From an optimization exercise on the open Yosys and OpenROAD flow, aimed at small area and a short achievable clock period; shortcuts taken in it are not production practice. Only simulation tests tie the RTL to the original design; equivalence was not proved.

==> flow/design.v <==
module div_top
(
    input             clk,
    input      [31:0] x,
    input      [31:0] y,
    output reg [31:0] q,
    output reg [31:0] r
);
reg  [31:0] x_r;
reg  [31:0] y_r;
wire [31:0] q_w;
wire [31:0] r_w;
nrda_div #(.WIDTH(32)) u_div (
    .x(x_r),
    .y(y_r),
    .r(r_w),
    .q(q_w)
);
always @(posedge clk) begin
    x_r <= x;
    y_r <= y;
    q   <= q_w;
    r   <= r_w;
end
endmodule

module nrda_div
#(
    parameter WIDTH=32
)
(
    input [WIDTH-1:0] x,
    input [WIDTH-1:0] y,
    output reg [WIDTH-1:0] r,
    output reg [WIDTH-1:0] q
);
localparam W  = WIDTH;
localparam NS = WIDTH/2;      
localparam RW = WIDTH+1;      
localparam AW = WIDTH+3;      
localparam SW = clog2(WIDTH);
function integer clog2;
    input integer v;
    integer u;
    begin
        clog2 = 0;
        for (u = v - 1; u > 0; u = u >> 1)
            clog2 = clog2 + 1;
    end
endfunction
function [3:0] sel;           
    input [6:0] e;
    input [2:0] di;
    integer m2, m1, m0, mm1, es;
    begin
        case (di)
        3'd0: begin m2 = 12; m1 = 4; m0 = -4;  mm1 = -13; end
        3'd1: begin m2 = 14; m1 = 4; m0 = -6;  mm1 = -15; end
        3'd2: begin m2 = 15; m1 = 4; m0 = -6;  mm1 = -16; end
        3'd3: begin m2 = 16; m1 = 4; m0 = -6;  mm1 = -18; end
        3'd4: begin m2 = 18; m1 = 6; m0 = -8;  mm1 = -20; end
        3'd5: begin m2 = 20; m1 = 6; m0 = -8;  mm1 = -20; end
        3'd6: begin m2 = 20; m1 = 8; m0 = -8;  mm1 = -22; end
        default: begin m2 = 24; m1 = 8; m0 = -8;  mm1 = -24; end
        endcase
        es = e[6] ? {25'h1ffffff, e} : {25'h0, e};
        if (es >= m2)       sel = 4'b1000;
        else if (es >= m1)  sel = 4'b0100;
        else if (es >= m0)  sel = 4'b0000;
        else if (es >= mm1) sel = 4'b0010;
        else                sel = 4'b0001;
    end
endfunction
wire xs = x[W-1];
wire ys = y[W-1];
wire yz = ~|y;
reg  [W-1:0]   yv_ [0:SW];
reg  [2*W-1:0] xv [0:SW];
reg  [SW-1:0]  s;
integer k;
always @(*) begin
    yv_[0] = y;
    xv[0] = {{W{xs}}, x};
    for (k = 0; k < SW; k = k + 1) begin
        s[SW-1-k] = ~|((yv_[k] ^ {W{ys}}) >> (W - (1 << (SW-1-k)))) & ~yz;
        yv_[k+1] = s[SW-1-k] ? yv_[k] << (1 << (SW-1-k)) : yv_[k];
        xv[k+1] = s[SW-1-k] ? xv[k] << (1 << (SW-1-k)) : xv[k];
    end
end
wire [RW-1:0]  yv = {ys, yv_[SW]};        
wire [2*W-1:0] xn = xv[SW];               
wire [RW-1:0]  ya = ys ? ~yv : yv;        
wire [2:0] di = ya[W-1] ? ya[W-2:W-4] : 3'b000;
wire signed [2:0] w0t = xn[2*W-1:2*W-3];   
wire q0p = di[2] ? (w0t >= 3'sd3) : (w0t >= 3'sd2);
wire q0n = di[2] ? (w0t == -3'sd4) : (w0t <= -3'sd3);
wire q0i = ys ? q0n : q0p;                
wire [AW-1:0] D1 = {{(AW-RW){yv[RW-1]}}, yv};
wire [AW-1:0] D2 = {{(AW-RW-1){yv[RW-1]}}, yv, 1'b0};
reg [RW-1:0] S [0:NS];
reg [RW-1:0] C [0:NS];
reg [NS-1:0] dp1, dp2, dn1, dn2;
reg [AW-1:0] A, B, M;
reg [6:0] est;
reg [3:0] qd;
reg inv, one, two;
integer j;
always @(*) begin
    S[0] = {xn[2*W-1], xn[2*W-1:W]};
    C[0] = (q0p | q0n) ? (q0i ? ~yv : yv) : {RW{1'b0}};
    for (j = 1; j <= NS; j = j + 1) begin
        A = {S[j-1], xn[W-2*j+1 -: 2]};
        B = {C[j-1], (j == 1) ? {q0i, q0i} : 2'b00};
        est = A[AW-1:AW-7] + B[AW-1:AW-7];
        qd = sel(est, di);
        inv = ys ? (qd[1] | qd[0]) : (qd[3] | qd[2]);
        one = qd[2] | qd[1];
        two = qd[3] | qd[0];
        dp2[NS-j] = two & inv;  dp1[NS-j] = one & inv;
        dn2[NS-j] = two & ~inv; dn1[NS-j] = one & ~inv;
        M = ({AW{two}} & D2 | {AW{one}} & D1) ^ {AW{inv}};
        S[j] = A ^ B ^ M;
        C[j] = {((A & B) | (A & M) | (B & M)), (inv | ((j == 1) & q0i))};
    end
end
wire [RW-1:0] rf = S[NS] + C[NS];
wire rneg = rf[RW-1];
wire rnz = |rf;
wire corr = xs ? (~rneg & rnz) : rneg;
wire sub = xs ^ ys;                       
wire [RW-1:0] rc = S[NS] + C[NS] + (sub ? ~yv : yv) + sub;
wire [RW-1:0] rr = corr ? rc : rf;
wire [RW-1:0] rs = (rr >> s) | (rr[RW-1] ? ~({RW{1'b1}} >> s) : {RW{1'b0}});
wire [2:0] e0 = {dp2[0], dp1[0]} - {dn2[0], dn1[0]} +
                (corr ? (sub ? 3'd1 : 3'd7) : 3'd0);
reg [W-1:0] P, N;
integer t;
always @(*) begin
    for (t = 1; t < NS; t = t + 1) begin
        P[2*t+1] = dp2[t]; P[2*t] = dp1[t];
        N[2*t+1] = dn2[t]; N[2*t] = dn1[t];
    end
    P[1:0] = e0[2] ? 2'b00 : e0[1:0];
    N[1:0] = e0[2] ? -e0[1:0] : 2'b00;
    if (yz) begin
        P = {{(W-1){1'b0}}, xs};
        N = {{(W-1){1'b0}}, ~xs};
    end
end
always @(*) begin
    r = rs[W-1:0];
    q = P - N;
end
endmodule
==> flow/flow/run.sh <==
#!/bin/bash
set -euo pipefail
bash standard.sh SETUP_SLACK_MARGIN=40 finish > standard_flow.log 2>&1
==> flow/standard.sh <==
#!/bin/bash
# synth_recipe.tcl (not shown) runs the flow's synth.tcl, then flattens the netlist and writes it again
# the make line also repeats each setting of config.mk as NAME=value (left out here)
make -C /OpenROAD-flow-scripts/flow DESIGN_CONFIG=/design/flow/config.mk WORK_HOME=/design/flow/orfs CLKGATE_MAP_FILE= SYNTH_SCRIPT=/design/flow/synth_recipe.tcl "${@:-finish}"
==> flow/config.mk <==
export PLATFORM = sky130hd
export DESIGN_NAME = div_top
export DESIGN_NICKNAME = div_top
export VERILOG_FILES = /design/flow/design.v
export SDC_FILE = /design/flow/constraint.sdc
export NUM_CORES = 4
export LEC_CHECK = 0
export CAP_MARGIN = 20
export CORE_MARGIN = 2
export CORE_UTILIZATION = 50
export CTS_CLUSTER_DIAMETER = 50
export CTS_CLUSTER_SIZE = 15
export SLEW_MARGIN = 20
==> flow/constraint.sdc <==
create_clock -name core_clock -period 110.0 [get_ports {clk}]
set_input_delay 22.0000 -clock core_clock [delete_from_list [all_inputs] [get_ports {clk}]]
set_output_delay 22.0000 -clock core_clock [all_outputs]
set_load 0.01 [all_outputs]
==> results by group, run 1 <==
Logic synthesis
  – Unique masters post-synth: about 120
  – Cells after Synth: 5814
  – Ys Warns: 6
  – Commonest cells post-synth: xnor2_1, fa_1, inv_1, nand2_1, ha_1
  – Synth top area share: 0.213
  – Xor and xnor area share after synthesis: 0.136
  – Leading area contributor after synthesis: fa_1
  – Synth area leaders: fa_1, ha_1, xnor2_1, dfxtp_1, a22oi_1
  – Post-synthesis register bit count: about 130
  – Post-Synth Adder-Cell Area: 0.327
  – Post-synthesis simple-gate area fraction: 0.126
  – Syn avg cell area: 8.08 sq um
  – Compound-Gate Fraction of Synth Area: 0.236
  – Synthesized area: between 40000 and 50000 sq um
  – Fraction of synthesized area in multiplexers: 0.0446
  – Asr flop ratio synth: 0
  – Post-synth EDFFs: 0
  – Main combinational cell family by area after synthesis: adder cells
  – Count leader, synth: xnor2_1
  – Commonest register cell after synthesis: dfxtp_1
  – Sequential area share after synthesis: 0.0545

STA
  – Setup violators final: 0
  – Fmax: 14.6 MHz
  – Worst-margin pin slew: 1.20 ns
  – Hold slack: ~0.99 ns
  – Fin crit period: between 60 and 70 ns
  – Slew Limit Fails: 0
  – Slew margin rel.: 0.194
  – RSZ-0062 raised after global routing: yes
  – Clock Skew: around 0.045 ns
  – Setup TNS: 0 ns
  – Fin crit share: 0.621
  – Final Hold Vio Count: 0
  – Setup ws final: 41.70 ns

Die
  – Die H: between 300 and 400 um
  – I/O pin count: approximately 130
  – Core ar.: just over 90000 sq um
  – # rows: 112
  – Starting Density: 0.504
  – Die width: 311 um
  – Die Footprint: about 96000 sq um

Place
  – Routability cong.: approximately 1.0
  – DP HPWL: 142000 um
  – Cell Area, Placed: around 50000 sq um
  – DP Worst Slack: 26.74 ns
  – Port bufs: 128

Finish
  – Area Growth Syn to Fin: 27.6%
  – Finished Core Util: 0.644
  – Share of layout cells above drive strength 1: 0.219
  – Final instance area: roughly 60000 sq um
  – Final Net Count: just over 7000
  – Layout fillers: about 7800

Detailed routing
  – Length of routed wiring on met1: about 80000 um
  – Via count: between 40000 and 50000
  – Via/cell ratio: 6.52
  – First-pass iteration count of the detailed router: 8
  – # DRC: 0
  – Initial detailed-routing violation count: just over 6000
  – Met2 WL: 91100 um
  – Routed Wire Length: about 210000 um
  – Final ANT Viol Nets: 0
  – Post-DR wirelength/cell: approximately 29 um
  – Metal3 WL: 26200 um
  – Highest Signal Layer: met5

Critical path
  – CP Max Fanout: 18
  – Startpoint types: flop
  – CP most frequent cell: inv_1
  – Worst Reg2Reg Path Length in Cells: between 300 and 400
  – RR Startpoint: y_r[31]
  – Setup CP Type: flop to flop
  – Max incr delay on CP: 0.59 ns
  – Levels on crit path: ~350
  – Critical path endpoint: q[24]
  – Worst EP arrival: roughly 69 ns
  – FF-to-FF setup slack: 41.70 ns
  – CP endpoint kind: flop
  – R2R Path End: q[24]
  – Buf/Inv on CP: 62
  – Worst path slowest cell: fa_2
  – Delay-heaviest family, CP: compound AO/OA/AOI/OAI gates
  – Worst Setup SP: y_r[31]
  – Critical path required time: ~110 ns

Clocking
  – H-tree levels: 4
  – Reg clk slew, reported paths: 0.11 ns
  – Clock Latency Late Sink: ~0.53 ns
  – Clock Tree Root: clkbuf_16
  – Clock Sinks: 128
  – Max Root-Sink Buffers: 2
  – Num CTS Buffers: 17
  – CTS tree: done

Global route
  – Initial antenna violation count: 11
  – Largest net degree at the start of global routing: 87
  – Vias in the first global route: 46200
  – First-pass GRT wire length: 305000 um
  – Grt total ovfl: 0
  – All-Layer GR Usage: 0.419

Hold path
  – Worst min path class: flop to flop

Status
  – Status: no timing/DRC/antenna violations

Run
  – Maxcap violations: 0
-- per-layer routing --
| metal | track usage | vias to the layer above |
|---|---|---|
| met5 | 0 | - |
| met4 | 0.256 | 10 |
| met3 | 0.113 | 792 |
| met2 | 0.630 | 3157 |
| met1 | 0.537 | 23600 |
| li1 | - | 21200 |
-- flip-flops by register name, indices dropped and copies added, names as in the netlist --
register,flops
q,32
y_r,32
x_r,32
r,32
-- cells by family (layout without fill, tap and decap cells) --
kind of cell,after synthesis,count (layout)
xor+xnor,725,725
compound gates,1652,1664
flops,128,128
buf+inv,925,1274
mux,200,210
other cells,2,44
simple gates,1252,1258
fa+ha+maj,930,930
-- timing repair --
| action | in CTS | in global routing |
|---|---|---|
| endpoints found under the setup margin | 64 | 64 |
| buffers inserted | 203 | 236 |
| pin swaps | 126 | 277 |
| endpoints found under the hold margin | 0 | 0 |
| hold buffers | 0 | 0 |
| resized for setup | 421 | 439 |
| gates cloned | 56 | 24 |
-- how the worst min path moves through the flow --
stage,cells after the start,start,to,slack [ns]
after detailed placement,4,x_r[31],q[0],0.97
after global routing,4,x_r[31],q[0],1.05
after CTS,4,x_r[31],q[0],0.95
after global placement,4,x_r[31],q[0],0.98
final,4,x_r[31],q[0],0.99
after floorplan,4,y_r[30],r[21],0.84
-- final cells by class --
type                       count  area [sq um]  share of cell area
multi-input combinational   4824         45400               0.757
timing repair buffer         753          7880               0.131
sequential                   128          2570              0.0429
inverter                     487          1890              0.0315
tap                         1254          1570              0.0262
clock buffer                  17           425             0.00709
clock inverter                15           194             0.00323
antenna                        7          17.5            0.000292
timing repair inverter         2          16.3            0.000271
-- per-stage QoR --
step	cells
6_report	7487
3_3_place_gp	6928
5_1_grt	7480
4_1_cts	7220
2_1_floorplan	5849
3_5_place_dp	6929
-- placed cells by master, fill, tap and decap left out, drive strengths merged, types with 128 or more instances in the layout --
master	instances
a21o	131
a21oi	347
a22oi	317
buf	576
clkdlybuf4s50	128
dfxtp	128
fa	499
ha	431
inv	492
mux2i	166
nand2	437
nor2	329
o21ai	232
o22ai	199
xnor2	574
xor2	151
-- tightest hold or removal path: stages, from the launching register on --
cell	delay, ns
dfxtp_1	0.30
buf_4	0.24
a21oi_1	0.19
ha_1	0.18
inv_1	0.05
==> run 2: changes to the inputs <==
==> flow/flow/run.sh (replaced) <==
#!/bin/bash
set -euo pipefail
bash standard.sh SETUP_SLACK_MARGIN=50 finish > standard_flow.log 2>&1
==> run 2 against run 1 <==
Cell count is 2.6% higher. Highest routed layer unchanged. Still clean. Setup slack better by 0.98 ns. Die area stayed put. Register-to-register slack better by 0.98 ns. Via count is 2.8% higher. Clock skew is 0.0040 ns higher. Non-clock buffer count is 202 higher.
==> results by group, run 2 <==
Clocking
  – CTS tree: done
  – H-tree levels: 4
  – Max Root-Sink Buffers: 2
  – Clock Sinks: 128
  – Clock Tree Root: clkbuf_16
  – Reg clk slew, reported paths: around 0.12 ns
  – Clock Latency Late Sink: approximately 0.54 ns
  – Post-CTS Hold Buffers: 0
  – Num CTS Buffers: 17

Finish
  – Layout fillers: about 7400
  – Most common cell after layout, fill and taps aside: buf_4
  – Area Growth Syn to Fin: 35.4%
  – Most frequent cells in the layout: buf_4, fa_1, xnor2_1
  – Share of layout cells above drive strength 1: 0.287
  – Final Net Count: roughly 7400
  – Post-route insts no fill: about 7700

Critical path
  – Worst EP arrival: 67.70 ns
  – Worst path slowest cell: fa_1
  – Max incr delay on CP: roughly 0.64 ns
  – FF-to-FF setup slack: 42.68 ns
  – Delay-heaviest family, CP: adder cells
  – Startpoint types: flop
  – Setup CP Type: flop to flop
  – CP endpoint kind: flop
  – CP Max Fanout: 19
  – Buf/Inv on CP: 77
  – Critical path required time: about 110 ns

Logic synthesis
  – Asr flop ratio synth: 0
  – Sequential area share after synthesis: 0.0545
  – Commonest cells post-synth: xnor2_1, fa_1, inv_1, nand2_1, ha_1
  – Cells after Synth: approximately 5800
  – Leading area contributor after synthesis: fa_1
  – Syn avg cell area: slightly above 8 sq um
  – Count leader, synth: xnor2_1
  – Synthesized area: about 47000 sq um
  – Ys Warns: 6
  – Post-synthesis register bit count: approximately 130
  – Synth top area share: 0.213
  – Commonest register cell after synthesis: dfxtp_1
  – Post-synth EDFFs: 0
  – Synth area leaders: fa_1, ha_1, xnor2_1, dfxtp_1, a22oi_1
  – Unique masters post-synth: 118

Die
  – Die Footprint: between 90000 and 100000 sq um
  – Die H: a little over 300 um
  – Core ar.: between 90000 and 100000 sq um
  – Starting Density: 0.504
  – Die width: just over 300 um
  – # rows: about 110
  – I/O pin count: between 100 and 150

Place
  – DP HPWL: about 140000 um
  – Placed Cells: slightly below 7000
  – DP Worst Slack: approximately 29 ns
  – Port bufs: approximately 130
  – Routability cong.: 1.00

STA
  – Clock Skew: 0.0486 ns
  – Setup violators final: 0
  – Setup TNS: 0 ns
  – Fin crit share: 0.612
  – Final Hold Vio Count: 0
  – Fmax: 14.9 MHz
  – Slew Limit Fails: 0
  – Fin crit period: between 60 and 70 ns
  – Slew margin rel.: 0.196
  – Setup ws final: ~43 ns
  – RSZ-0062 raised after global routing: yes
  – Worst-margin pin slew: approximately 1.2 ns

Detailed routing
  – Post-DR wirelength/cell: ~29 um
  – Routed Wire Length: 223000 um
  – Initial detailed-routing violation count: 6417
  – Via count: about 50000
  – # DRC: 0
  – First-pass iteration count of the detailed router: 9
  – Final ANT Viol Nets: 0
  – Via/cell ratio: 6.53

Global route
  – First-pass GRT wire length: approximately 320000 um
  – Vias in the first global route: roughly 49000
  – Initial antenna violation count: 15
  – Largest net degree at the start of global routing: between 80 and 90
  – Grt total ovfl: 0
  – All-Layer GR Usage: 0.444

Run
  – Maxcap violations: 0

Status
  – Status: no timing/DRC/antenna violations

Hold path
  – Worst min path class: flop to flop
==> run 2: cell families (layout without fill, tap and decap cells) <==
kind of cell    count (synthesis)  count (layout)  synth area share
compound gates               1652            1663             0.236
xor+xnor                      725             725             0.136
fa+ha+maj                     930             930             0.327
buf+inv                       925            1475            0.0756
flops                         128             128            0.0545
mux                           200             209            0.0446
other cells                     2              43          0.000160
simple gates                 1252            1258             0.126
==> run 2: routing by layer <==
| metal | global-route usage | part of all wire | vias up |
|---|---|---|---|
| met5 | 0.00791 | 0.0011 | - |
| li1 | - | - | 21600 |
| met2 | 0.666 | 0.43 | 3331 |
| met4 | 0.283 | 0.082 | 18 |
| met3 | 0.143 | 0.13 | 949 |
| met1 | 0.549 | 0.36 | 24300 |
==> run 2: area by class of cell <==
class / count / area (sq um) / area share
inverter: 487 / 1900 / 0.0299
antenna: 6 / 15.0 / 0.000236
timing repair inverter: 1 / 8.76 / 0.000138
timing repair buffer: 955 / 9480 / 0.149
multi-input combinational: 4822 / 47400 / 0.746
sequential: 128 / 2590 / 0.0407
clock buffer: 17 / 425 / 0.00669
tap: 1254 / 1570 / 0.0247
clock inverter: 15 / 190 / 0.00299
==> run 2: worst min-delay path, cell delays in order (launching register included) <==
cell     delay (ns)
dfxtp_1        0.30
buf_4          0.25
a21oi_2        0.22
ha_4           0.15
inv_1          0.03
==> run 2: path summary, 6_finish.rpt <==
check             depth (start not counted)     to  startpoint
setup / recovery                        354  q[23]     y_r[31]
hold / removal                            4   q[0]     x_r[31]
setup reg to reg                        354  q[23]     y_r[31]
hold reg to reg                           4   q[0]     x_r[31]
==> run 2: timing repair <==
item | in CTS | in global routing
gates resized for setup | 745 | 302
pin swaps | 380 | 390
gates cloned | 66 | 4
endpoints found under the setup margin | 64 | 64
buffers inserted | 463 | 186
==> run 2: through the flow <==
stage / instance area [sq um] / hold WS [ns] / util
final: 63600 / 0.999 / 0.683
after global routing: 63600 / 1.03 / 0.683
after CTS: 60500 / 1.01 / 0.649
after detailed placement: 51100 / 1.03 / 0.549
after global placement: 51100 / 1.02 / 0.548
after floorplan: 49500 / 0.840 / -
==> run 3: changes to the inputs <==
==> flow/run.sh (new file) <==
#!/bin/bash
# synth_recipe.tcl (not shown) runs the flow's synth.tcl, then flattens the netlist and writes it again
# the make line also repeats each setting of config.mk as NAME=value (left out here)
make -C /OpenROAD-flow-scripts/flow DESIGN_CONFIG=/design/flow/config.mk WORK_HOME=/design/flow/orfs CLKGATE_MAP_FILE= SYNTH_SCRIPT=/design/flow/synth_recipe.tcl finish
removed: flow/flow/run.sh
removed: flow/standard.sh
==> run 3 against run 2 <==
Design area shrank 21%. Die area is the same. Critical path depth shrank 13.
==> results by group, run 3 <==
Detailed routing
  – Routed Wire Length: roughly 190000 um
  – First-pass iteration count of the detailed router: 10
  – Via/cell ratio: between 6 and 7
  – # DRC: 0
  – Via count: 44500
  – Post-DR wirelength/cell: ~27 um
  – Final ANT Viol Nets: 0
  – Initial detailed-routing violation count: 4879

Critical path
  – Critical path required time: 110.36 ns
  – CP Max Fanout: 52
  – Startpoint types: flop
  – CP most frequent cell: inv_1
  – CP endpoint kind: flop
  – Max incr delay on CP: roughly 0.92 ns
  – Buf/Inv on CP: 55
  – Delay-heaviest family, CP: compound AO/OA/AOI/OAI gates
  – Setup CP Type: flop to flop
  – Worst EP arrival: approximately 87 ns
  – Worst path slowest cell: mux2i_4

Global route
  – First-pass GRT wire length: 284000 um
  – Largest net degree at the start of global routing: 83
  – Grt total ovfl: 0
  – All-Layer GR Usage: 0.389
  – Vias in the first global route: roughly 43000
  – Initial antenna violation count: 6

STA
  – Final Hold Vio Count: 0
  – Fin crit period: between 80 and 90 ns
  – Slew margin rel.: 0.234
  – RSZ-0062 raised after global routing: no
  – Fmax: 11.5 MHz
  – Fin crit share: 0.791
  – Worst-margin pin slew: approximately 1.1 ns
  – Setup TNS: 0 ns
  – Slew Limit Fails: 0
  – Setup violators final: 0
  – Clock Skew: approximately 0.05 ns

Logic synthesis
  – Count leader, synth: xnor2_1
  – Post-synth EDFFs: 0
  – Commonest register cell after synthesis: dfxtp_1
  – Ys Warns: 6
  – Post-synthesis register bit count: between 100 and 150
  – Asr flop ratio synth: 0
  – Sequential area share after synthesis: 0.0545
  – Synth area leaders: fa_1, ha_1, xnor2_1, dfxtp_1, a22oi_1
  – Synthesized area: roughly 47000 sq um
  – Leading area contributor after synthesis: fa_1
  – Syn avg cell area: between 8 and 9 sq um
  – Unique masters post-synth: between 100 and 150
  – Commonest cells post-synth: xnor2_1, fa_1, inv_1, nand2_1, ha_1
  – Synth top area share: 0.213
  – Cells after Synth: around 5800

Clocking
  – Post-cts repair resize count: 0
  – Clock Sinks: between 100 and 150
  – Clock Tree Root: clkbuf_16
  – CTS tree: done
  – Reg clk slew, reported paths: about 0.11 ns
  – H-tree levels: 4
  – Max Root-Sink Buffers: 2
  – Post-CTS Hold Buffers: 0
  – Num CTS Buffers: 17
  – Clock Latency Late Sink: between 0.5 and 0.6 ns
  – Total setup buffers inserted after CTS: 0

Finish
  – Most common cell after layout, fill and taps aside: xnor2_1
  – Post-route insts no fill: about 7000
  – Share of layout cells above drive strength 1: 0.0618
  – Most frequent cells in the layout: xnor2_1, fa_1, inv_1
  – Final Net Count: 6696
  – Final instance area: 50500 sq um
  – Area Growth Syn to Fin: 7.44%

Die
  – Starting Density: 0.504
  – Core ar.: slightly above 90000 sq um
  – # rows: ~110
  – Die width: 311 um
  – Die Footprint: 96500 sq um
  – Die H: roughly 310 um
  – I/O pin count: roughly 130

Run
  – Maxcap violations: 0

Place
  – Placed Cells: 6935
  – Cell Area, Placed: 49800 sq um
  – Routability cong.: 1.02
  – DP HPWL: between 100000 and 150000 um
  – Port bufs: roughly 130

Hold path
  – Worst min path class: flop to flop

Status
  – Status: no timing/DRC/antenna violations
run 3: final timing paths:
path                 from  depth (start not counted)  endpoint  slack (ns)
setup / recovery  y_r[31]                        341     q[28]       23.03
hold / removal    x_r[31]                          4      q[0]        0.96
setup reg to reg  y_r[31]                        341     q[28]       23.03
hold reg to reg   x_r[31]                          4      q[0]        0.96
run 3: area by class of cell:
class / count / area, sq um
fillers: 8937 / 42700
multi-input cells: 4796 / 41500
flip-flops and latches: 128 / 2560
repair buffers: 271 / 2370
inverters: 487 / 1830
well taps: 1254 / 1570
clock buffers: 17 / 425
clock inverters: 14 / 195
diodes: 1 / 2.50
run 3: cells by family after synthesis:
family | Yosys count | synth area share
mux | 200 | 0.0446
simple gates | 1252 | 0.126
fa+ha+maj | 930 | 0.327
compound gates | 1652 | 0.236
buf+inv | 925 | 0.0756
flops | 128 | 0.0545
other cells | 2 | 0.000160
xor+xnor | 725 | 0.136
run 3: worst register-to-register path: cells and delay by family, from the launching register on:
| kind | cells | cell delay [ns] |
|---|---|---|
| AOI/OAI and AO/OA | 110 | 25.77 |
| adders and majority gates | 63 | 21.48 |
| and+or+nand+nor | 67 | 14.05 |
| buffers and inverters | 55 | 9.83 |
| xor gates and xnor gates | 34 | 9.54 |
| muxes | 12 | 5.82 |
| DFF | 1 | 0.31 |
run 3: layer usage:
layer | routed length [um] | vias up | track usage
li1 | - | 20000 | -
met1 | 74900 | 21600 | 0.496
met2 | 83200 | 2356 | 0.598
met3 | 19500 | 548 | 0.0984
met4 | 12800 | 6 | 0.223
met5 | 41 | - | 0
run 3: through the flow:
step                hold WS, ns   util  setup WS (ns)
floorplan                 0.841      -          32.02
global placement          0.986  0.535          25.84
detailed placement        0.963  0.535          24.28
CTS                       0.943  0.542          24.17
global route               1.03  0.542          16.75
finish                    0.958  0.542          23.03
==> run 4: changes to the inputs <==
--- a/flow/config.mk
+++ b/flow/config.mk
@@ -7,7 +7,8 @@
 export LEC_CHECK = 0
 export CAP_MARGIN = 20
 export CORE_MARGIN = 2
-export CORE_UTILIZATION = 50
+export CORE_UTILIZATION = 70
 export CTS_CLUSTER_DIAMETER = 50
 export CTS_CLUSTER_SIZE = 15
+export PLACE_DENSITY = 0.8
 export SLEW_MARGIN = 20
==> run 4 against run 3 <==
Still clean. Die area shrank 28%. Clock-buffer cell count is the same. Largest cell class unchanged.
==> results by group, run 4 <==
Finish
  – Finished Core Util: 0.748
  – Most frequent cells in the layout: xnor2_1, fa_1, inv_1
  – Final Net Count: between 6000 and 7000
  – FF+latch area: 2560 sq um
  – Multi-input gate area: a little over 40000 sq um
  – Final instance area: 50000 sq um
  – Area Growth Syn to Fin: 6.31%
  – Layout fillers: 5261
  – Most common cell after layout, fill and taps aside: xnor2_1
  – Share of layout cells above drive strength 1: 0.0607

Logic synthesis
  – Cells after Synth: between 5000 and 6000
  – Commonest cells post-synth: xnor2_1, fa_1, inv_1, nand2_1, ha_1
  – Asr flop ratio synth: 0
  – Commonest register cell after synthesis: dfxtp_1
  – Leading area contributor after synthesis: fa_1
  – Post-synth EDFFs: 0
  – Synth top area share: 0.213
  – Ys Warns: 6
  – Post-synthesis register bit count: 128
  – Syn avg cell area: between 8 and 9 sq um
  – Unique masters post-synth: 118
  – Synth area leaders: fa_1, ha_1, xnor2_1, dfxtp_1, a22oi_1
  – Sequential area share after synthesis: 0.0545
  – Synthesized area: approximately 47000 sq um
  – Count leader, synth: xnor2_1

Critical path
  – Critical path required time: between 100 and 150 ns
  – Worst path slowest cell: a21oi_2
  – Max incr delay on CP: between 1 and 1.5 ns
  – CP Max Fanout: 81
  – Delay-heaviest family, CP: compound AO/OA/AOI/OAI gates
  – Startpoint types: flop
  – CP endpoint kind: flop
  – Worst EP arrival: about 87 ns
  – Setup CP Type: flop to flop
  – Buf/Inv on CP: 55
  – CP most frequent cell: inv_1

Global route
  – First-pass GRT wire length: 269000 um
  – Vias in the first global route: roughly 45000
  – Initial antenna violation count: 9
  – All-Layer GR Usage: 0.508
  – Grt total ovfl: 0
  – Largest net degree at the start of global routing: 93

Clocking
  – CTS tree: done
  – H-tree levels: 4
  – Num CTS Buffers: 17
  – Max Root-Sink Buffers: 2
  – Clock Sinks: between 100 and 150
  – Post-CTS Hold Buffers: 0
  – Total setup buffers inserted after CTS: 0
  – Reg clk slew, reported paths: ~0.10 ns
  – Post-cts repair resize count: 0
  – Clock Tree Root: clkbuf_16
  – Clock Latency Late Sink: approximately 0.52 ns

Detailed routing
  – First-pass iteration count of the detailed router: 7
  – Via count: 46200
  – # DRC: 0
  – Routed Wire Length: approximately 180000 um
  – Final ANT Viol Nets: 0
  – Initial detailed-routing violation count: between 6000 and 7000
  – Post-DR wirelength/cell: around 27 um
  – Via/cell ratio: 7.01

STA
  – Fmax: 11.5 MHz
  – Worst-margin pin slew: about 1.2 ns
  – Fin crit period: between 80 and 90 ns
  – Setup TNS: 0 ns
  – Fin crit share: 0.788
  – Slew margin rel.: 0.178
  – Setup violators final: 0
  – Slew Limit Fails: 0
  – RSZ-0062 raised after global routing: no
  – Final Hold Vio Count: 0
  – Clock Skew: 0.0614 ns

Place
  – DP HPWL: 134000 um
  – Cell Area, Placed: slightly below 50000 sq um
  – Port bufs: around 130
  – Routability cong.: roughly 1.1

Die
  – Starting Density: 0.704
  – # rows: 95
  – Die width: 263 um
  – Core ar.: approximately 67000 sq um
  – I/O pin count: about 130
  – Die H: ~260 um
  – Die Footprint: slightly below 70000 sq um

Run
  – Maxcap violations: 0

Hold path
  – Worst min path class: flop to flop

Status
  – Status: no timing/DRC/antenna violations
run 4: routing by layer:
layer  global-route usage  vias to the layer above  routed length, um
met5                    0                        -                 45
met4                0.383                        6              17200
met3                0.186                      962              26600
met2                0.738                     3504              72800
met1                0.616                    21700              61800
li1                     -                    20000                  -
run 4: worst paths after layout:
path / slack, ns / to / start / cells after the start
worst min-delay path: 0.99 / q[0] / x_r[31] / 4
worst max register to register: 23.27 / q[28] / y_r[31] / 335
worst min register to register: 0.99 / q[0] / x_r[31] / 4
worst max-delay path: 23.27 / q[28] / y_r[31] / 335
run 4: worst min-delay path: cells and delay by family, from the launching register on:
family / cells / cell delay (ns)
flops: 1 / 0.31
fa+ha+maj: 1 / 0.16
compound gates: 1 / 0.19
buf+inv: 2 / 0.28
run 4: kinds of logic (layout without fill, tap and decap cells):
kind of cell	count (synthesis)	count (layout)	synth area share
xor+xnor	725	725	0.136
buf+inv	925	792	0.0756
flops	128	128	0.0545
compound gates	1652	1652	0.236
simple gates	1252	1252	0.126
mux	200	200	0.0446
other cells	2	40	0.000160
fa+ha+maj	930	930	0.327
run 4: cell type report:
class / instances / share of cell area
clock inverter: 15 / 0.00391
tap: 873 / 0.0219
antenna: 3 / 0.000150
multi-input combinational: 4796 / 0.830
clock buffer: 17 / 0.00851
sequential: 128 / 0.0513
inverter: 487 / 0.0366
timing repair buffer: 273 / 0.0477
run 4: stage by stage:
stage / instances / worst slack (ns) / hold WS (ns)
floorplan: 5849 / 32.02 / 0.841
global placement: 6555 / 27.66 / 0.933
detailed placement: 6555 / 25.30 / 0.954
CTS: 6587 / 25.01 / 0.958
global route: 6589 / 17.54 / 1.01
finish: 6592 / 23.27 / 0.987
==> run 5: changes to the inputs <==
==> flow/flow/run.sh (new file) <==
#!/bin/bash
set -euo pipefail
bash standard.sh SETUP_SLACK_MARGIN=30 finish > standard_flow.log 2>&1
==> flow/standard.sh (new file) <==
#!/bin/bash
# synth_recipe.tcl (not shown) runs the flow's synth.tcl, then flattens the netlist and writes it again
# the make line also repeats each setting of config.mk as NAME=value (left out here)
make -C /OpenROAD-flow-scripts/flow DESIGN_CONFIG=/design/flow/config.mk WORK_HOME=/design/flow/orfs CLKGATE_MAP_FILE= SYNTH_SCRIPT=/design/flow/synth_recipe.tcl "${@:-finish}"
--- a/flow/config.mk
+++ b/flow/config.mk
@@ -7,8 +7,7 @@
 export LEC_CHECK = 0
 export CAP_MARGIN = 20
 export CORE_MARGIN = 2
-export CORE_UTILIZATION = 70
+export CORE_UTILIZATION = 50
 export CTS_CLUSTER_DIAMETER = 50
 export CTS_CLUSTER_SIZE = 15
-export PLACE_DENSITY = 0.8
 export SLEW_MARGIN = 20
removed: flow/run.sh
==> run 5 against run 4 <==
Still clean on timing, DRC and antenna. Sequential cell count did not move. Die area grew 39%. Design area grew 4.5%. Clock skew is 0.010 ns lower. Area after synthesis unchanged. First-iteration DRC count is 23% lower. Worst hold slack got worse by 0.026 ns. Highest routed layer unchanged.
==> results by group, run 5 <==
STA
  – Slew margin rel.: 0.200
  – Setup violators final: 0
  – Setup TNS: 0 ns
  – Hold slack: slightly below 1 ns
  – Worst-margin pin slew: ~1.2 ns
  – Fin crit period: approximately 75 ns
  – Clock Skew: around 0.05 ns
  – Slew Limit Fails: 0
  – RSZ-0062 raised after global routing: no
  – Fin crit share: 0.686
  – Final Hold Vio Count: 0
  – Fmax: approximately 13 MHz

Logic synthesis
  – Fraction of synthesized area in multiplexers: 0.0446
  – Synth top area share: 0.213
  – Post-synth EDFFs: 0
  – Count leader, synth: xnor2_1
  – Synth area leaders: fa_1, ha_1, xnor2_1, dfxtp_1, a22oi_1
  – Compound-Gate Fraction of Synth Area: 0.236
  – Cells after Synth: slightly below 6000
  – Xor and xnor area share after synthesis: 0.136
  – Post-synthesis register bit count: approximately 130
  – Syn avg cell area: 8.08 sq um
  – Commonest cells post-synth: xnor2_1, fa_1, inv_1, nand2_1, ha_1
  – Commonest register cell after synthesis: dfxtp_1
  – Asr flop ratio synth: 0
  – Ys Warns: 6
  – Main combinational cell family by area after synthesis: adder cells
  – Post-Synth Adder-Cell Area: 0.327
  – Leading area contributor after synthesis: fa_1
  – Synthesized area: about 47000 sq um
  – Post-synthesis simple-gate area fraction: 0.126
  – Sequential area share after synthesis: 0.0545
  – Unique masters post-synth: 118

Run
  – Maxcap violations: 0

Critical path
  – FF-to-FF setup slack: ~35 ns
  – Worst path slowest cell: or4_4
  – CP most frequent cell: inv_1
  – RR Startpoint: y_r[4]
  – Worst EP arrival: 75.80 ns
  – CP Max Fanout: between 40 and 50
  – Critical path required time: about 110 ns
  – CP endpoint kind: flop
  – Worst Setup SP: y_r[4]
  – Max incr delay on CP: between 0.6 and 0.7 ns
  – Startpoint types: flop
  – Setup CP Type: flop to flop

Die
  – Die H: 311 um
  – I/O pin count: about 130
  – Core ar.: 93200 sq um
  – Die width: between 300 and 400 um
  – Die Footprint: roughly 96000 sq um
  – # rows: between 100 and 150
  – Starting Density: 0.504

Finish
  – Final Net Count: slightly below 7000
  – Share of layout cells above drive strength 1: 0.0927
  – Area Growth Syn to Fin: 11.1%
  – Most frequent cells in the layout: xnor2_1, fa_1, inv_1
  – Most common cell after layout, fill and taps aside: xnor2_1

Detailed routing
  – Via/cell ratio: 6.47
  – Post-DR wirelength/cell: 28.1 um
  – First-pass iteration count of the detailed router: 7
  – Final ANT Viol Nets: 0
  – Initial detailed-routing violation count: 5283
  – Via count: 45600
  – # DRC: 0
  – Routed Wire Length: 198000 um

Hold path
  – HP Start: x_r[31]
  – Worst min path class: flop to flop

Status
  – Status: no timing/DRC/antenna violations

Global route
  – Vias in the first global route: 43900
  – Largest net degree at the start of global routing: 83
  – First-pass GRT wire length: a little under 300000 um
  – All-Layer GR Usage: 0.396
  – Initial antenna violation count: 7
  – Grt total ovfl: 0

Place
  – Port bufs: 128
  – Routability cong.: ~1.0
  – DP HPWL: roughly 140000 um

Clocking
  – Clock Latency Late Sink: between 0.5 and 0.6 ns
  – Clock Tree Root: clkbuf_16
  – Clock Sinks: 128
  – Num CTS Buffers: 17
  – Post-CTS Hold Buffers: 0
  – CTS tree: done
  – Max Root-Sink Buffers: 2
  – Reg clk slew, reported paths: roughly 0.12 ns
  – H-tree levels: 4
[run 5: per-layer routing]
metal | wire, um | global-route usage | up-vias
li1 | - | - | 20200
met1 | 75400 | 0.503 | 22100
met4 | 14800 | 0.240 | 16
met5 | 379 | 0.00741 | -
met2 | 85000 | 0.601 | 2588
met3 | 22200 | 0.107 | 643
[run 5: kinds of logic (layout without fill, tap and decap cells)]
kind of cell    after synthesis  in the layout
xor+xnor                    725            725
other cells                   2             40
buf+inv                     925            850
mux                         200            204
compound gates             1652           1661
flops                       128            128
fa+ha+maj                   930            930
simple gates               1252           1256
[run 5: per-stage QoR]
stage          std cells  utilization  instance area [sq um]  setup WS (ns)
2_1_floorplan       5849            -                  47100          32.02
3_3_place_gp        6934        0.535                  49800          25.84
4_1_cts             6983        0.546                  50900          30.02
6_report            7048        0.561                  52200          34.57
3_5_place_dp        6935        0.535                  49800          24.28
5_1_grt             7045        0.560                  52200          29.82
[run 5: worst max-delay path: cells and delay by family, from the launching register on]
kind	cells	cell delay, ns
AND/OR/NAND/NOR	56	12.62
flip-flops	1	0.46
XOR/XNOR	36	8.50
multiplexers	6	2.09
buffers and inverters	58	7.64
AO/OA/AOI/OAI	126	24.26
adder cells (fa/ha/maj)	56	19.43
[run 5: final timing paths]
check,endpoint,cells after the start
hold reg to reg,q[0],4
hold / removal,q[0],4
setup reg to reg,q[25],338
setup / recovery,q[25],338
[run 5: final cells by class]
type	instances	area, sq um
fill	8805	41000
inverter	487	1840
antenna	3	7.51
sequential	128	2560
clock buffer	17	425
tap	1254	1570
clock inverter	14	195
multi-input combinational	4813	42600
timing repair buffer	332	3070
[run 5: timing repair]
item                       in CTS  in global routing
pin swaps                       5                 26
setup buffers                   8                 53
cloned                          9                  9
setup endpoints to repair      64                 64
gates resized for setup        61                189
==> run 6: changes to the inputs <==
--- a/flow/design.v
+++ b/flow/design.v
@@ -31,8 +31,8 @@
 (
     input [WIDTH-1:0] x,
     input [WIDTH-1:0] y,
-    output reg [WIDTH-1:0] r,
-    output reg [WIDTH-1:0] q
+    output [WIDTH-1:0] r,
+    output [WIDTH-1:0] q
 );
 localparam W  = WIDTH;
 localparam NS = WIDTH/2;      
@@ -123,12 +123,28 @@
         C[j] = {((A & B) | (A & M) | (B & M)), (inv | ((j == 1) & q0i))};
     end
 end
-wire [RW-1:0] rf = S[NS] + C[NS];
+nrda_div_tail #(.W(W), .NS(NS), .RW(RW), .SW(SW)) u_tail (
+    .xs(xs), .ys(ys), .yz(yz), .S(S[NS]), .C(C[NS]), .yv(yv), .s(s),
+    .dp1(dp1), .dp2(dp2), .dn1(dn1), .dn2(dn2), .r(r), .q(q));
+endmodule
+module nrda_div_tail #(parameter W=32, NS=16, RW=33, SW=5) (
+    input xs,
+    input ys,
+    input yz,
+    input [RW-1:0] S,
+    input [RW-1:0] C,
+    input [RW-1:0] yv,
+    input [SW-1:0] s,
+    input [NS-1:0] dp1, dp2, dn1, dn2,
+    output [W-1:0] r,
+    output [W-1:0] q
+);
+wire [RW-1:0] rf = S + C;
 wire rneg = rf[RW-1];
-wire rnz = |rf;
-wire corr = xs ? (~rneg & rnz) : rneg;
+wire rz = ~|((S ^ C) ^ {S[RW-2:0] | C[RW-2:0], 1'b0});
+wire corr = xs ? ~(rneg | rz) : rneg;
 wire sub = xs ^ ys;                       
-wire [RW-1:0] rc = S[NS] + C[NS] + (sub ? ~yv : yv) + sub;
+wire [RW-1:0] rc = S + C + (sub ? ~yv : yv) + sub;
 wire [RW-1:0] rr = corr ? rc : rf;
 wire [RW-1:0] rs = (rr >> s) | (rr[RW-1] ? ~({RW{1'b1}} >> s) : {RW{1'b0}});
 wire [2:0] e0 = {dp2[0], dp1[0]} - {dn2[0], dn1[0]} +
@@ -147,8 +163,6 @@
         N = {{(W-1){1'b0}}, ~xs};
     end
 end
-always @(*) begin
-    r = rs[W-1:0];
-    q = P - N;
-end
+assign r = rs[W-1:0];
+assign q = P - N;
 endmodule
==> flow/run.sh (new file) <==
#!/bin/bash
# synth_recipe.tcl (not shown) runs the flow's synth.tcl, then flattens the netlist and writes it again
# the make line also repeats each setting of config.mk as NAME=value (left out here)
make -C /OpenROAD-flow-scripts/flow DESIGN_CONFIG=/design/flow/config.mk WORK_HOME=/design/flow/orfs CLKGATE_MAP_FILE= SYNTH_SCRIPT=/design/flow/synth_recipe.tcl finish
--- a/flow/config.mk
+++ b/flow/config.mk
@@ -5,9 +5,11 @@
 export SDC_FILE = /design/flow/constraint.sdc
 export NUM_CORES = 4
 export LEC_CHECK = 0
+export ABC_AREA = 1
 export CAP_MARGIN = 20
 export CORE_MARGIN = 2
 export CORE_UTILIZATION = 50
 export CTS_CLUSTER_DIAMETER = 50
 export CTS_CLUSTER_SIZE = 15
 export SLEW_MARGIN = 20
+export SYNTH_HIERARCHICAL = 1
removed: flow/flow/run.sh
removed: flow/standard.sh
==> run 6 against run 5 <==
Still clean on timing, DRC and antenna. Critical path depth fell by 5. Cell count is 23% higher. Global-route usage fell by 2.4 points. Setup slack got worse by 1.4 ns. Via count grew 8.6%. Utilization fell by 3.1 points. Largest cell class unchanged. Highest routed layer unchanged.
==> results by group, run 6 <==
Hold path
  – Worst min path class: flop to flop
  – HP Start: x_r[31]
  – Hold depth: 4
  – Worst min-delay path endpoint: q[1]

Detailed routing
  – Via count: roughly 50000
  – First-pass iteration count of the detailed router: 8
  – Initial detailed-routing violation count: roughly 4600
  – Routed Wire Length: just under 200000 um
  – # DRC: 0
  – Via/cell ratio: approximately 5.7
  – Final ANT Viol Nets: 0
  – Post-DR wirelength/cell: ~23 um

STA
  – Fmax: roughly 13 MHz
  – Slew Limit Fails: 0
  – Fin crit period: ~77 ns
  – Clock Skew: 0.0390 ns
  – Setup violators final: 0
  – Worst-margin pin slew: about 1.2 ns
  – Slew margin rel.: 0.177
  – Hold slack: ~1.1 ns
  – Fin crit share: 0.699
  – Setup TNS: 0 ns
  – Final Hold Vio Count: 0
  – RSZ-0062 raised after global routing: no

Critical path
  – Setup CP Type: flop to flop
  – Worst path slowest cell: inv_1
  – Critical path required time: around 110 ns
  – CP endpoint kind: flop
  – Max incr delay on CP: 0.79 ns
  – R2R Path End: q[28]
  – CP most frequent cell: inv_1
  – CP Max Fanout: 91
  – FF-to-FF setup slack: 33.15 ns
  – RR Startpoint: y_r[31]
  – Startpoint types: flop
  – Worst Reg2Reg Path Length in Cells: ~330
  – Worst EP arrival: just under 80 ns

Run
  – Maxcap violations: 0

Place
  – Routability cong.: between 1 and 1.5
  – Placed Cells: between 8000 and 9000
  – DP HPWL: ~160000 um
  – Port bufs: ~130

Status
  – Status: no timing/DRC/antenna violations

Logic synthesis
  – Post-synthesis register bit count: 128
  – Synth area leaders: fa_1, ha_1, xor2_1, nand2_1, inv_1
  – Leading area contributor after synthesis: fa_1
  – Count leader, synth: nand2_1
  – Synthesized area: slightly above 50000 sq um
  – Commonest register cell after synthesis: dfxtp_1
  – Cells after Synth: roughly 7400
  – Syn avg cell area: between 6 and 7 sq um
  – Ys Warns: 17
  – Unique masters post-synth: between 60 and 70
  – Commonest cells post-synth: nand2_1, inv_1, xor2_1, fa_1, ha_1
  – Asr flop ratio synth: 0
  – Sequential area share after synthesis: 0.0502
  – Post-synth EDFFs: 0
  – Synth top area share: 0.196

Clocking
  – Total setup buffers inserted after CTS: 0
  – H-tree levels: 4
  – CTS tree: done
  – Max Root-Sink Buffers: 2
  – Reg clk slew, reported paths: about 0.08 ns
  – Clock Tree Root: clkbuf_16
  – Post-CTS Hold Buffers: 0
  – Post-cts repair resize count: 0
  – Num CTS Buffers: 17
  – Clock Latency Late Sink: about 0.5 ns
  – Clock Sinks: ~130

Finish
  – Layout fillers: 10400
  – Share of layout cells above drive strength 1: 0.0595
  – Area Growth Syn to Fin: 5.35%
  – Post-route insts no fill: ~8700
  – Antenna Cells: 0
  – Most frequent cells in the layout: nand2_1, inv_1, xor2_1
  – Most common cell after layout, fill and taps aside: nand2_1
  – Final Net Count: roughly 8400

Die
  – Core ar.: 102000 sq um
  – # rows: about 120
  – Die Footprint: around 100000 sq um
  – Starting Density: 0.503
  – I/O pin count: ~130
  – Die width: between 300 and 400 um
  – Die H: roughly 320 um

Global route
  – Vias in the first global route: 48100
  – Largest net degree at the start of global routing: around 90
  – Grt total ovfl: 0
  – All-Layer GR Usage: 0.373
  – First-pass GRT wire length: a little under 300000 um
  – Initial antenna violation count: 2
==> run 6: cell count changes in the layout (fill, tap and decap cells not counted), moves of 256 or more <==
cell	change
nand3_1	+343
inv_1	+747
xor2_1	+487
xnor2_1	-496
o22ai_1	+256
a22oi_1	-315
nand2_1	+1030
==> run 6: layout make-up <==
type                    count  area (sq um)  area share
inverters                1261          4750      0.0882
clock inverters            14           194     0.00360
well taps                1368          1710      0.0318
clock buffers              18           429     0.00797
multi-input cells        5680         42100       0.783
repair buffers            229          2040      0.0379
flip-flops and latches    128          2570      0.0477
==> run 6: how the worst max path moves through the flow <==
stage / end / slack, ns / startpoint
floorplan: q[31] / 46.87 / y_r[31]
CTS: q[28] / 34.13 / y_r[31]
global route: q[28] / 27.04 / y_r[31]
global placement: q[28] / 35.33 / y_r[31]
finish: q[28] / 33.15 / y_r[31]
detailed placement: q[28] / 34.27 / y_r[31]
==> run 6: worst max-delay path, delay by kind of cell, from the launching register on <==
| kind | cells | cell delay, ns |
|---|---|---|
| XOR/XNOR | 31 | 8.14 |
| buffers and inverters | 81 | 18.05 |
| AND/OR/NAND/NOR | 92 | 13.95 |
| flip-flops | 1 | 0.33 |
| adder cells (fa/ha/maj) | 67 | 25.00 |
| AO/OA/AOI/OAI | 62 | 10.72 |
==> run 6: cells by family after synthesis <==
group / count (synthesis) / share of synthesized area
other: 2 / 0.000147
XOR/XNOR: 676 / 0.116
flip-flops: 128 / 0.0502
multiplexers: 12 / 0.00235
adder cells (fa/ha/maj): 989 / 0.316
buffers and inverters: 1651 / 0.129
AND/OR/NAND/NOR: 2685 / 0.238
AO/OA/AOI/OAI: 1280 / 0.149
==> run 6: per-stage QoR <==
stage          area, sq um  setup slack [ns]   util
6_report             53800             33.15  0.530
5_1_grt              53800             27.04  0.530
4_1_cts              53800             34.13  0.530
3_5_place_dp         53200             34.27  0.524
3_3_place_gp         53200             35.33  0.524
2_1_floorplan        51200             46.87      -
==> run 6: routing by layer <==
layer | global-route usage | routed length, um | vias to the layer above
met2 | 0.615 | 89800 | 1992
met1 | 0.449 | 76500 | 23400
met4 | 0.260 | 16200 | 2
met3 | 0.0507 | 13300 | 542
li1 | - | - | 23600
met5 | 0 | 9 | -
==> run 7: changes to the inputs <==
==> flow/flow/run.sh (new file) <==
#!/bin/bash
set -euo pipefail
bash standard.sh SETUP_SLACK_MARGIN=46 finish > standard_flow.log 2>&1
==> flow/standard.sh (new file) <==
#!/bin/bash
# synth_recipe.tcl (not shown) runs the flow's synth.tcl, then flattens the netlist and writes it again
# the make line also repeats each setting of config.mk as NAME=value (left out here)
make -C /OpenROAD-flow-scripts/flow DESIGN_CONFIG=/design/flow/config.mk WORK_HOME=/design/flow/orfs CLKGATE_MAP_FILE= SYNTH_SCRIPT=/design/flow/synth_recipe.tcl "${@:-finish}"
removed: flow/run.sh
==> run 7 against run 6 <==
Sequential share of layout area down 0.40 points. Maximum frequency up 26%. Worst hold slack worse by 0.0060 ns. Still clean. Register-to-register slack better by 16 ns. Non-clock buffer count up 255. Clock skew up 0.013 ns. Sequential cell count unchanged. Die area unchanged. First-iteration DRC count up 21%.
==> results by group, run 7 <==
Status
  – Status: no timing/DRC/antenna violations

Finish
  – Most frequent cells in the layout: nand2_1, inv_1, xor2_1
  – Finished Core Util: 0.579
  – Most common cell after layout, fill and taps aside: nand2_1
  – Share of layout cells above drive strength 1: 0.134
  – Area Growth Syn to Fin: 15.1%
  – Final Net Count: 8671

Detailed routing
  – Via/cell ratio: 5.80
  – # DRC: 0
  – Via count: roughly 52000
  – Routed Wire Length: roughly 210000 um
  – Post-DR wirelength/cell: ~23 um
  – First-pass iteration count of the detailed router: 6
  – Initial detailed-routing violation count: 5527
  – Final ANT Viol Nets: 0

Place
  – Routability cong.: between 1 and 1.5
  – DP HPWL: ~160000 um
  – Port bufs: 128

Global route
  – All-Layer GR Usage: 0.387
  – First-pass GRT wire length: a little over 300000 um
  – Largest net degree at the start of global routing: 66
  – Grt total ovfl: 0
  – Initial antenna violation count: 4
  – Vias in the first global route: 49600

Clocking
  – Clock Tree Root: clkbuf_16
  – H-tree levels: 4
  – Clock Sinks: 128
  – Max Root-Sink Buffers: 2
  – Reg clk slew, reported paths: about 0.07 ns
  – Clock Latency Late Sink: a little over 0.5 ns
  – CTS tree: done
  – Num CTS Buffers: 17

Logic synthesis
  – Synth area leaders: fa_1, ha_1, xor2_1, nand2_1, inv_1
  – Ys Warns: 17
  – Post-synth EDFFs: 0
  – Asr flop ratio synth: 0
  – Syn avg cell area: about 6.9 sq um
  – Sequential area share after synthesis: 0.0502
  – Unique masters post-synth: 63
  – Count leader, synth: nand2_1
  – Commonest cells post-synth: nand2_1, inv_1, xor2_1, fa_1, ha_1
  – Leading area contributor after synthesis: fa_1
  – Post-synthesis register bit count: between 100 and 150
  – Commonest register cell after synthesis: dfxtp_1
  – Cells after Synth: 7423
  – Synth top area share: 0.196
  – Synthesized area: 51100 sq um

STA
  – Setup TNS: 0 ns
  – Fin crit period: 61.09 ns
  – Setup violators final: 0
  – Slew Limit Fails: 0
  – RSZ-0062 raised after global routing: no
  – Clock Skew: 0.0521 ns
  – Fin crit share: 0.555
  – Slew margin rel.: 0.183
  – Worst-margin pin slew: 1.21 ns
  – Final Hold Vio Count: 0
  – Fmax: between 15 and 20 MHz

Run
  – Maxcap violations: 0

Critical path
  – Buf/Inv on CP: a little over 80
  – CP most frequent cell: nand2_1
  – Startpoint types: flop
  – CP endpoint kind: flop
  – CP Max Fanout: between 60 and 70
  – Worst path slowest cell: fa_2
  – Max incr delay on CP: 0.64 ns
  – Worst EP arrival: 61.47 ns
  – Critical path required time: 110.37 ns
  – Delay-heaviest family, CP: adder cells
  – Setup CP Type: flop to flop

Die
  – # rows: between 100 and 150
  – Core ar.: around 100000 sq um
  – Die Footprint: ~100000 sq um
  – Die H: ~320 um
  – Starting Density: 0.503
  – Die width: approximately 320 um
  – I/O pin count: around 130

Hold path
  – Worst min path class: flop to flop
[run 7: cell counts after synthesis]
No cell type changed its count.
[run 7: path summary, 6_finish.rpt]
path                              start     to  slack, ns  cells after the start
worst min-delay path            y_r[22]   r[0]       1.11                      7
worst max-delay path            y_r[31]  q[31]      48.91                    331
worst min register to register  y_r[22]   r[0]       1.11                      7
worst max register to register  y_r[31]  q[31]      48.91                    331
[run 7: layout make-up]
| class | instances | area [sq um] |
|---|---|---|
| multi-input combinational | 5704 | 44000 |
| timing repair inverter | 21 | 119 |
| timing repair buffer | 484 | 4740 |
| fill | 9904 | 42800 |
| clock inverter | 14 | 194 |
| inverter | 1261 | 4970 |
| clock buffer | 18 | 429 |
| antenna | 3 | 7.51 |
| tap | 1368 | 1710 |
| sequential | 128 | 2570 |
[run 7: per-stage QoR]
stage / instances / setup WS, ns / area (sq um) / hold WS, ns
global route: 8998 / 45.23 / 58800 / 1.16
finish: 9001 / 48.91 / 58800 / 1.11
global placement: 8666 / 35.33 / 53200 / 1.10
detailed placement: 8666 / 34.27 / 53200 / 1.07
CTS: 8825 / 46.01 / 55600 / 1.07
floorplan: 7459 / 46.87 / 51200 / 0.656
[run 7: worst reg2reg max path, delay by kind of cell, from the launching register on]
family / cells / cell delay [ns]
AND/OR/NAND/NOR: 99 / 12.03
adder cells (fa/ha/maj): 62 / 22.82
AO/OA/AOI/OAI: 66 / 10.65
buffers and inverters: 81 / 11.10
XOR/XNOR: 23 / 3.99
flip-flops: 1 / 0.37
[run 7: metal layers]
layer	vias to the layer above	GRT usage	part of all wire	wire length, um
met4	2	0.286	0.088	18500
li1	24200	-	-	-
met2	2551	0.631	0.45	95200
met3	710	0.0613	0.083	17400
met1	24700	0.461	0.38	78800
met5	-	0	0.000062	13
[run 7: kinds of logic (layout without fill, tap and decap cells)]
logic type / after synthesis / in the layout / synth area share
XOR/XNOR: 676 / 676 / 0.116
adder cells (fa/ha/maj): 989 / 989 / 0.316
multiplexers: 12 / 12 / 0.00235
AND/OR/NAND/NOR: 2685 / 2709 / 0.238
AO/OA/AOI/OAI: 1280 / 1280 / 0.149
buffers and inverters: 1651 / 1798 / 0.129
other: 2 / 41 / 0.000147
flip-flops: 128 / 128 / 0.0502
[run 7: repair_timing]
item,CTS,global route
resized for setup,173,335
setup buffers,88,149
pin swaps,27,119
cloned,39,24
hold buffers,0,0
setup endpoints to repair,64,64
==> run 8: changes to the inputs <==
--- a/flow/design.v
+++ b/flow/design.v
@@ -124,7 +124,7 @@
     end
 end
 nrda_div_tail #(.W(W), .NS(NS), .RW(RW), .SW(SW)) u_tail (
-    .xs(xs), .ys(ys), .yz(yz), .S(S[NS]), .C(C[NS]), .yv(yv), .s(s),
+    .xs(xs), .ys(ys), .yz(yz), .S(S[NS]), .C(C[NS]), .y(y), .s(s),
     .dp1(dp1), .dp2(dp2), .dn1(dn1), .dn2(dn2), .r(r), .q(q));
 endmodule
 module nrda_div_tail #(parameter W=32, NS=16, RW=33, SW=5) (
@@ -133,7 +133,7 @@
     input yz,
     input [RW-1:0] S,
     input [RW-1:0] C,
-    input [RW-1:0] yv,
+    input [W-1:0] y,
     input [SW-1:0] s,
     input [NS-1:0] dp1, dp2, dn1, dn2,
     output [W-1:0] r,
@@ -141,12 +141,12 @@
 );
 wire [RW-1:0] rf = S + C;
 wire rneg = rf[RW-1];
-wire rz = ~|((S ^ C) ^ {S[RW-2:0] | C[RW-2:0], 1'b0});
+wire rz = ~|rf;
 wire corr = xs ? ~(rneg | rz) : rneg;
 wire sub = xs ^ ys;                       
-wire [RW-1:0] rc = S + C + (sub ? ~yv : yv) + sub;
-wire [RW-1:0] rr = corr ? rc : rf;
-wire [RW-1:0] rs = (rr >> s) | (rr[RW-1] ? ~({RW{1'b1}} >> s) : {RW{1'b0}});
+wire [RW-1:0] rs = (rf >> s) | (rneg ? ~({RW{1'b1}} >> s) : {RW{1'b0}});
+wire [W-1:0] ry = corr ? (sub ? ~y : y) : {W{1'b0}};
+wire [W-1:0] rr = rs[W-1:0] + ry + (corr & sub);
 wire [2:0] e0 = {dp2[0], dp1[0]} - {dn2[0], dn1[0]} +
                 (corr ? (sub ? 3'd1 : 3'd7) : 3'd0);
 reg [W-1:0] P, N;
@@ -163,6 +163,6 @@
         N = {{(W-1){1'b0}}, ~xs};
     end
 end
-assign r = rs[W-1:0];
+assign r = rr;
 assign q = P - N;
 endmodule
==> flow/run.sh (new file) <==
#!/bin/bash
# synth_recipe.tcl (not shown) runs the flow's synth.tcl, then flattens the netlist and writes it again
# the make line also repeats each setting of config.mk as NAME=value (left out here)
make -C /OpenROAD-flow-scripts/flow DESIGN_CONFIG=/design/flow/config.mk WORK_HOME=/design/flow/orfs CLKGATE_MAP_FILE= SYNTH_SCRIPT=/design/flow/synth_recipe.tcl finish
--- a/flow/config.mk
+++ b/flow/config.mk
@@ -5,11 +5,9 @@
 export SDC_FILE = /design/flow/constraint.sdc
 export NUM_CORES = 4
 export LEC_CHECK = 0
-export ABC_AREA = 1
 export CAP_MARGIN = 20
 export CORE_MARGIN = 2
 export CORE_UTILIZATION = 50
 export CTS_CLUSTER_DIAMETER = 50
 export CTS_CLUSTER_SIZE = 15
 export SLEW_MARGIN = 20
-export SYNTH_HIERARCHICAL = 1
removed: flow/flow/run.sh
removed: flow/standard.sh
==> run 8 against run 7 <==
Register-to-register slack got worse by 26 ns. First-iteration DRC count shrank 14%. Clock skew down 0.014 ns. Synthesized cell count decreased by 22%. Global-route usage shrank 1.9 points. Critical path depth increased by 15. Maximum frequency shrank 29%. Cell count fell by 24%. Setup slack lost 26 ns. Sequential cell count stayed put. Utilization is 3.8 points lower.
==> results by group, run 8 <==
STA
  – Fmax: 11.5 MHz
  – Slew Limit Fails: 0
  – Final Hold Vio Count: 0
  – Setup TNS: 0 ns
  – Fin crit share: 0.788
  – Clock Skew: ~0.038 ns
  – Setup violators final: 0
  – RSZ-0062 raised after global routing: no
  – Fin crit period: around 87 ns
  – Worst-margin pin slew: around 1.1 ns
  – Slew margin rel.: 0.263

Logic synthesis
  – Commonest register cell after synthesis: dfxtp_1
  – Leading area contributor after synthesis: fa_1
  – Synth top area share: 0.217
  – Syn avg cell area: ~8.0 sq um
  – Post-synthesis register bit count: 128
  – Synth area leaders: fa_1, xnor2_1, ha_1, o22ai_1, dfxtp_1
  – Post-synth EDFFs: 0
  – Cells after Synth: between 5000 and 6000
  – Asr flop ratio synth: 0
  – Ys Warns: 11
  – Count leader, synth: xnor2_1
  – Sequential area share after synthesis: 0.0556
  – Synthesized area: 46100 sq um
  – Commonest cells post-synth: xnor2_1, o22ai_1, inv_1, fa_1, nand2_1
  – Unique masters post-synth: 110

Clocking
  – Total setup buffers inserted after CTS: 0
  – Clock Latency Late Sink: about 0.53 ns
  – H-tree levels: 4
  – Reg clk slew, reported paths: approximately 0.08 ns
  – Post-cts repair resize count: 0
  – Clock Sinks: about 130
  – Post-CTS Hold Buffers: 0
  – Num CTS Buffers: 17
  – Clock Tree Root: clkbuf_16
  – Max Root-Sink Buffers: 2
  – CTS tree: done

Die
  – # rows: roughly 110
  – Die width: around 310 um
  – Starting Density: 0.504
  – Die H: between 300 and 400 um
  – I/O pin count: 129
  – Die Footprint: around 95000 sq um
  – Core ar.: about 92000 sq um

Critical path
  – CP endpoint kind: flop
  – Startpoint types: flop
  – Max incr delay on CP: 0.99 ns
  – Worst path slowest cell: mux2i_4
  – CP most frequent cell: a21oi_1
  – Worst EP arrival: approximately 87 ns
  – CP Max Fanout: 69
  – Critical path required time: between 100 and 150 ns
  – Setup CP Type: flop to flop

Place
  – Routability cong.: roughly 1
  – DP HPWL: 131000 um
  – Port bufs: around 130

Run
  – Maxcap violations: 0

Detailed routing
  – Final ANT Viol Nets: 0
  – # DRC: 0
  – Routed Wire Length: 175000 um
  – Via/cell ratio: 6.35
  – Via count: approximately 44000
  – First-pass iteration count of the detailed router: 6
  – Initial detailed-routing violation count: approximately 4800
  – Post-DR wirelength/cell: approximately 26 um

Hold path
  – Worst min path class: flop to flop

Global route
  – All-Layer GR Usage: 0.367
  – Initial antenna violation count: 5
  – First-pass GRT wire length: 264000 um
  – Vias in the first global route: around 42000
  – Largest net degree at the start of global routing: 75
  – Grt total ovfl: 0

Finish
  – Most common cell after layout, fill and taps aside: xnor2_1
  – Most frequent cells in the layout: xnor2_1, o22ai_1, fa_1
  – Area Growth Syn to Fin: 7.34%
  – Final Net Count: ~6600
  – Share of layout cells above drive strength 1: 0.0590
  – Layout fillers: approximately 8800

Status
  – Status: no timing/DRC/antenna violations
[run 8: cell count changes in the layout (fill, tap and decap cells not counted), sizes merged, moves of 158 or more]
cell,delta
nand2,-1178
xor2,-566
mux2i,+158
o21ai,-163
a21oi,+185
xnor2,+589
buf,-210
nand3,-431
inv,-711
[run 8: final cells by class]
class | count | area [sq um] | area share
multi-input cells | 4735 | 40700 | 0.822
flip-flops and latches | 128 | 2560 | 0.0518
repair buffers | 256 | 2250 | 0.0454
inverters | 514 | 1930 | 0.0390
well taps | 1186 | 1480 | 0.0300
clock buffers | 17 | 425 | 0.00859
clock inverters | 15 | 163 | 0.00329
diodes | 4 | 10.0 | 0.000202
[run 8: per-layer routing]
| metal | up-vias | track usage | routed length (um) | part of all wire |
|---|---|---|---|---|
| met1 | 21100 | 0.500 | 72900 | 0.42 |
| met3 | 378 | 0.0663 | 17100 | 0.098 |
| met2 | 2140 | 0.565 | 76100 | 0.43 |
| li1 | 19900 | - | - | - |
| met4 | 4 | 0.169 | 8820 | 0.050 |
| met5 | - | 0 | 33 | 0.00019 |
[run 8: worst max-delay path: cells and delay by family (launching register included)]
kind            cells  cell delay, ns
compound gates    133           27.77
xor+xnor           36           10.95
fa+ha+maj          58           20.36
buf+inv            62           13.62
flops               1            0.32
mux                 8            3.36
simple gates       49            9.74
[run 8: logic make-up (layout without fill, tap and decap cells)]
family / Yosys count / in the layout / share of synthesized area
other: 2 / 41 / 0.000163
adders and majority gates: 930 / 930 / 0.334
muxes: 194 / 194 / 0.0438
and+or+nand+nor: 1199 / 1199 / 0.124
DFF: 128 / 128 / 0.0556
AOI/OAI and AO/OA: 1674 / 1674 / 0.230
xor gates and xnor gates: 701 / 701 / 0.135
buffers and inverters: 945 / 802 / 0.0782
[run 8: worst paths after layout]
check / start / endpoint / slack [ns] / depth (start not counted)
max: y_r[31] / r[31] / 23.34 / 346
min: y_r[25] / r[25] / 0.87 / 3
max reg2reg: y_r[31] / r[31] / 23.34 / 346
min reg2reg: y_r[25] / r[25] / 0.87 / 3
[run 8: stage by stage]
step	util	hold slack [ns]	worst slack [ns]	cells	cell area, sq um
2_1_floorplan	-	0.739	31.95	5808	46200
3_3_place_gp	0.534	0.865	25.36	6818	48900
3_5_place_dp	0.534	0.850	23.80	6818	48900
4_1_cts	0.541	0.870	23.57	6850	49500
5_1_grt	0.541	0.920	16.29	6851	49500
6_report	0.541	0.868	23.34	6855	49500

re-timing with driven ports:
How much do the figures lean on ideal ports? The routed layouts below were timed once more, with nothing changed but the port constraints.
Step 1: set_driving_cell puts a clkbuf_16 on clk and a buf_2 on each other input, an assumption about the parent block.
Step 2 moves the port delays by t, midway between the first and last clock arrival at a register: inputs arrive t later, outputs are due t later. That takes back most of the time a late clock gives input paths.
a / b / c = ideal ports / drivers / drivers and shift; a / b = the first two.
run | t (ns) | setup slack, ns | worst setup path after step 2 | latest minus earliest clock arrival (ns) | worst register clock-pin slew, ns
run 1 | 0.573 | 41.702 / 41.702 / 41.702 | register to register | 0.048 / 0.048 | 0.12 / 0.12
run 2 | 0.588 | 42.681 / 42.681 / 42.681 | register to register | 0.052 / 0.052 | 0.12 / 0.12
run 3 | 0.580 | 23.033 / 23.033 / 23.033 | register to register | 0.049 / 0.049 | 0.11 / 0.11
run 4 | 0.554 | 23.274 / 23.274 / 23.274 | register to register | 0.064 / 0.063 | 0.13 / 0.13
run 5 | 0.582 | 34.570 / 34.570 / 34.570 | register to register | 0.051 / 0.051 | 0.12 / 0.12
run 6 | 0.540 | 33.154 / 33.154 / 33.154 | register to register | 0.040 / 0.039 | 0.10 / 0.10
run 7 | 0.551 | 48.907 / 48.907 / 48.907 | register to register | 0.053 / 0.053 | 0.11 / 0.11
run 8 | 0.574 | 23.344 / 23.344 / 23.344 | register to register | 0.037 / 0.038 | 0.11 / 0.11
After both steps every run listed still meets setup and hold.
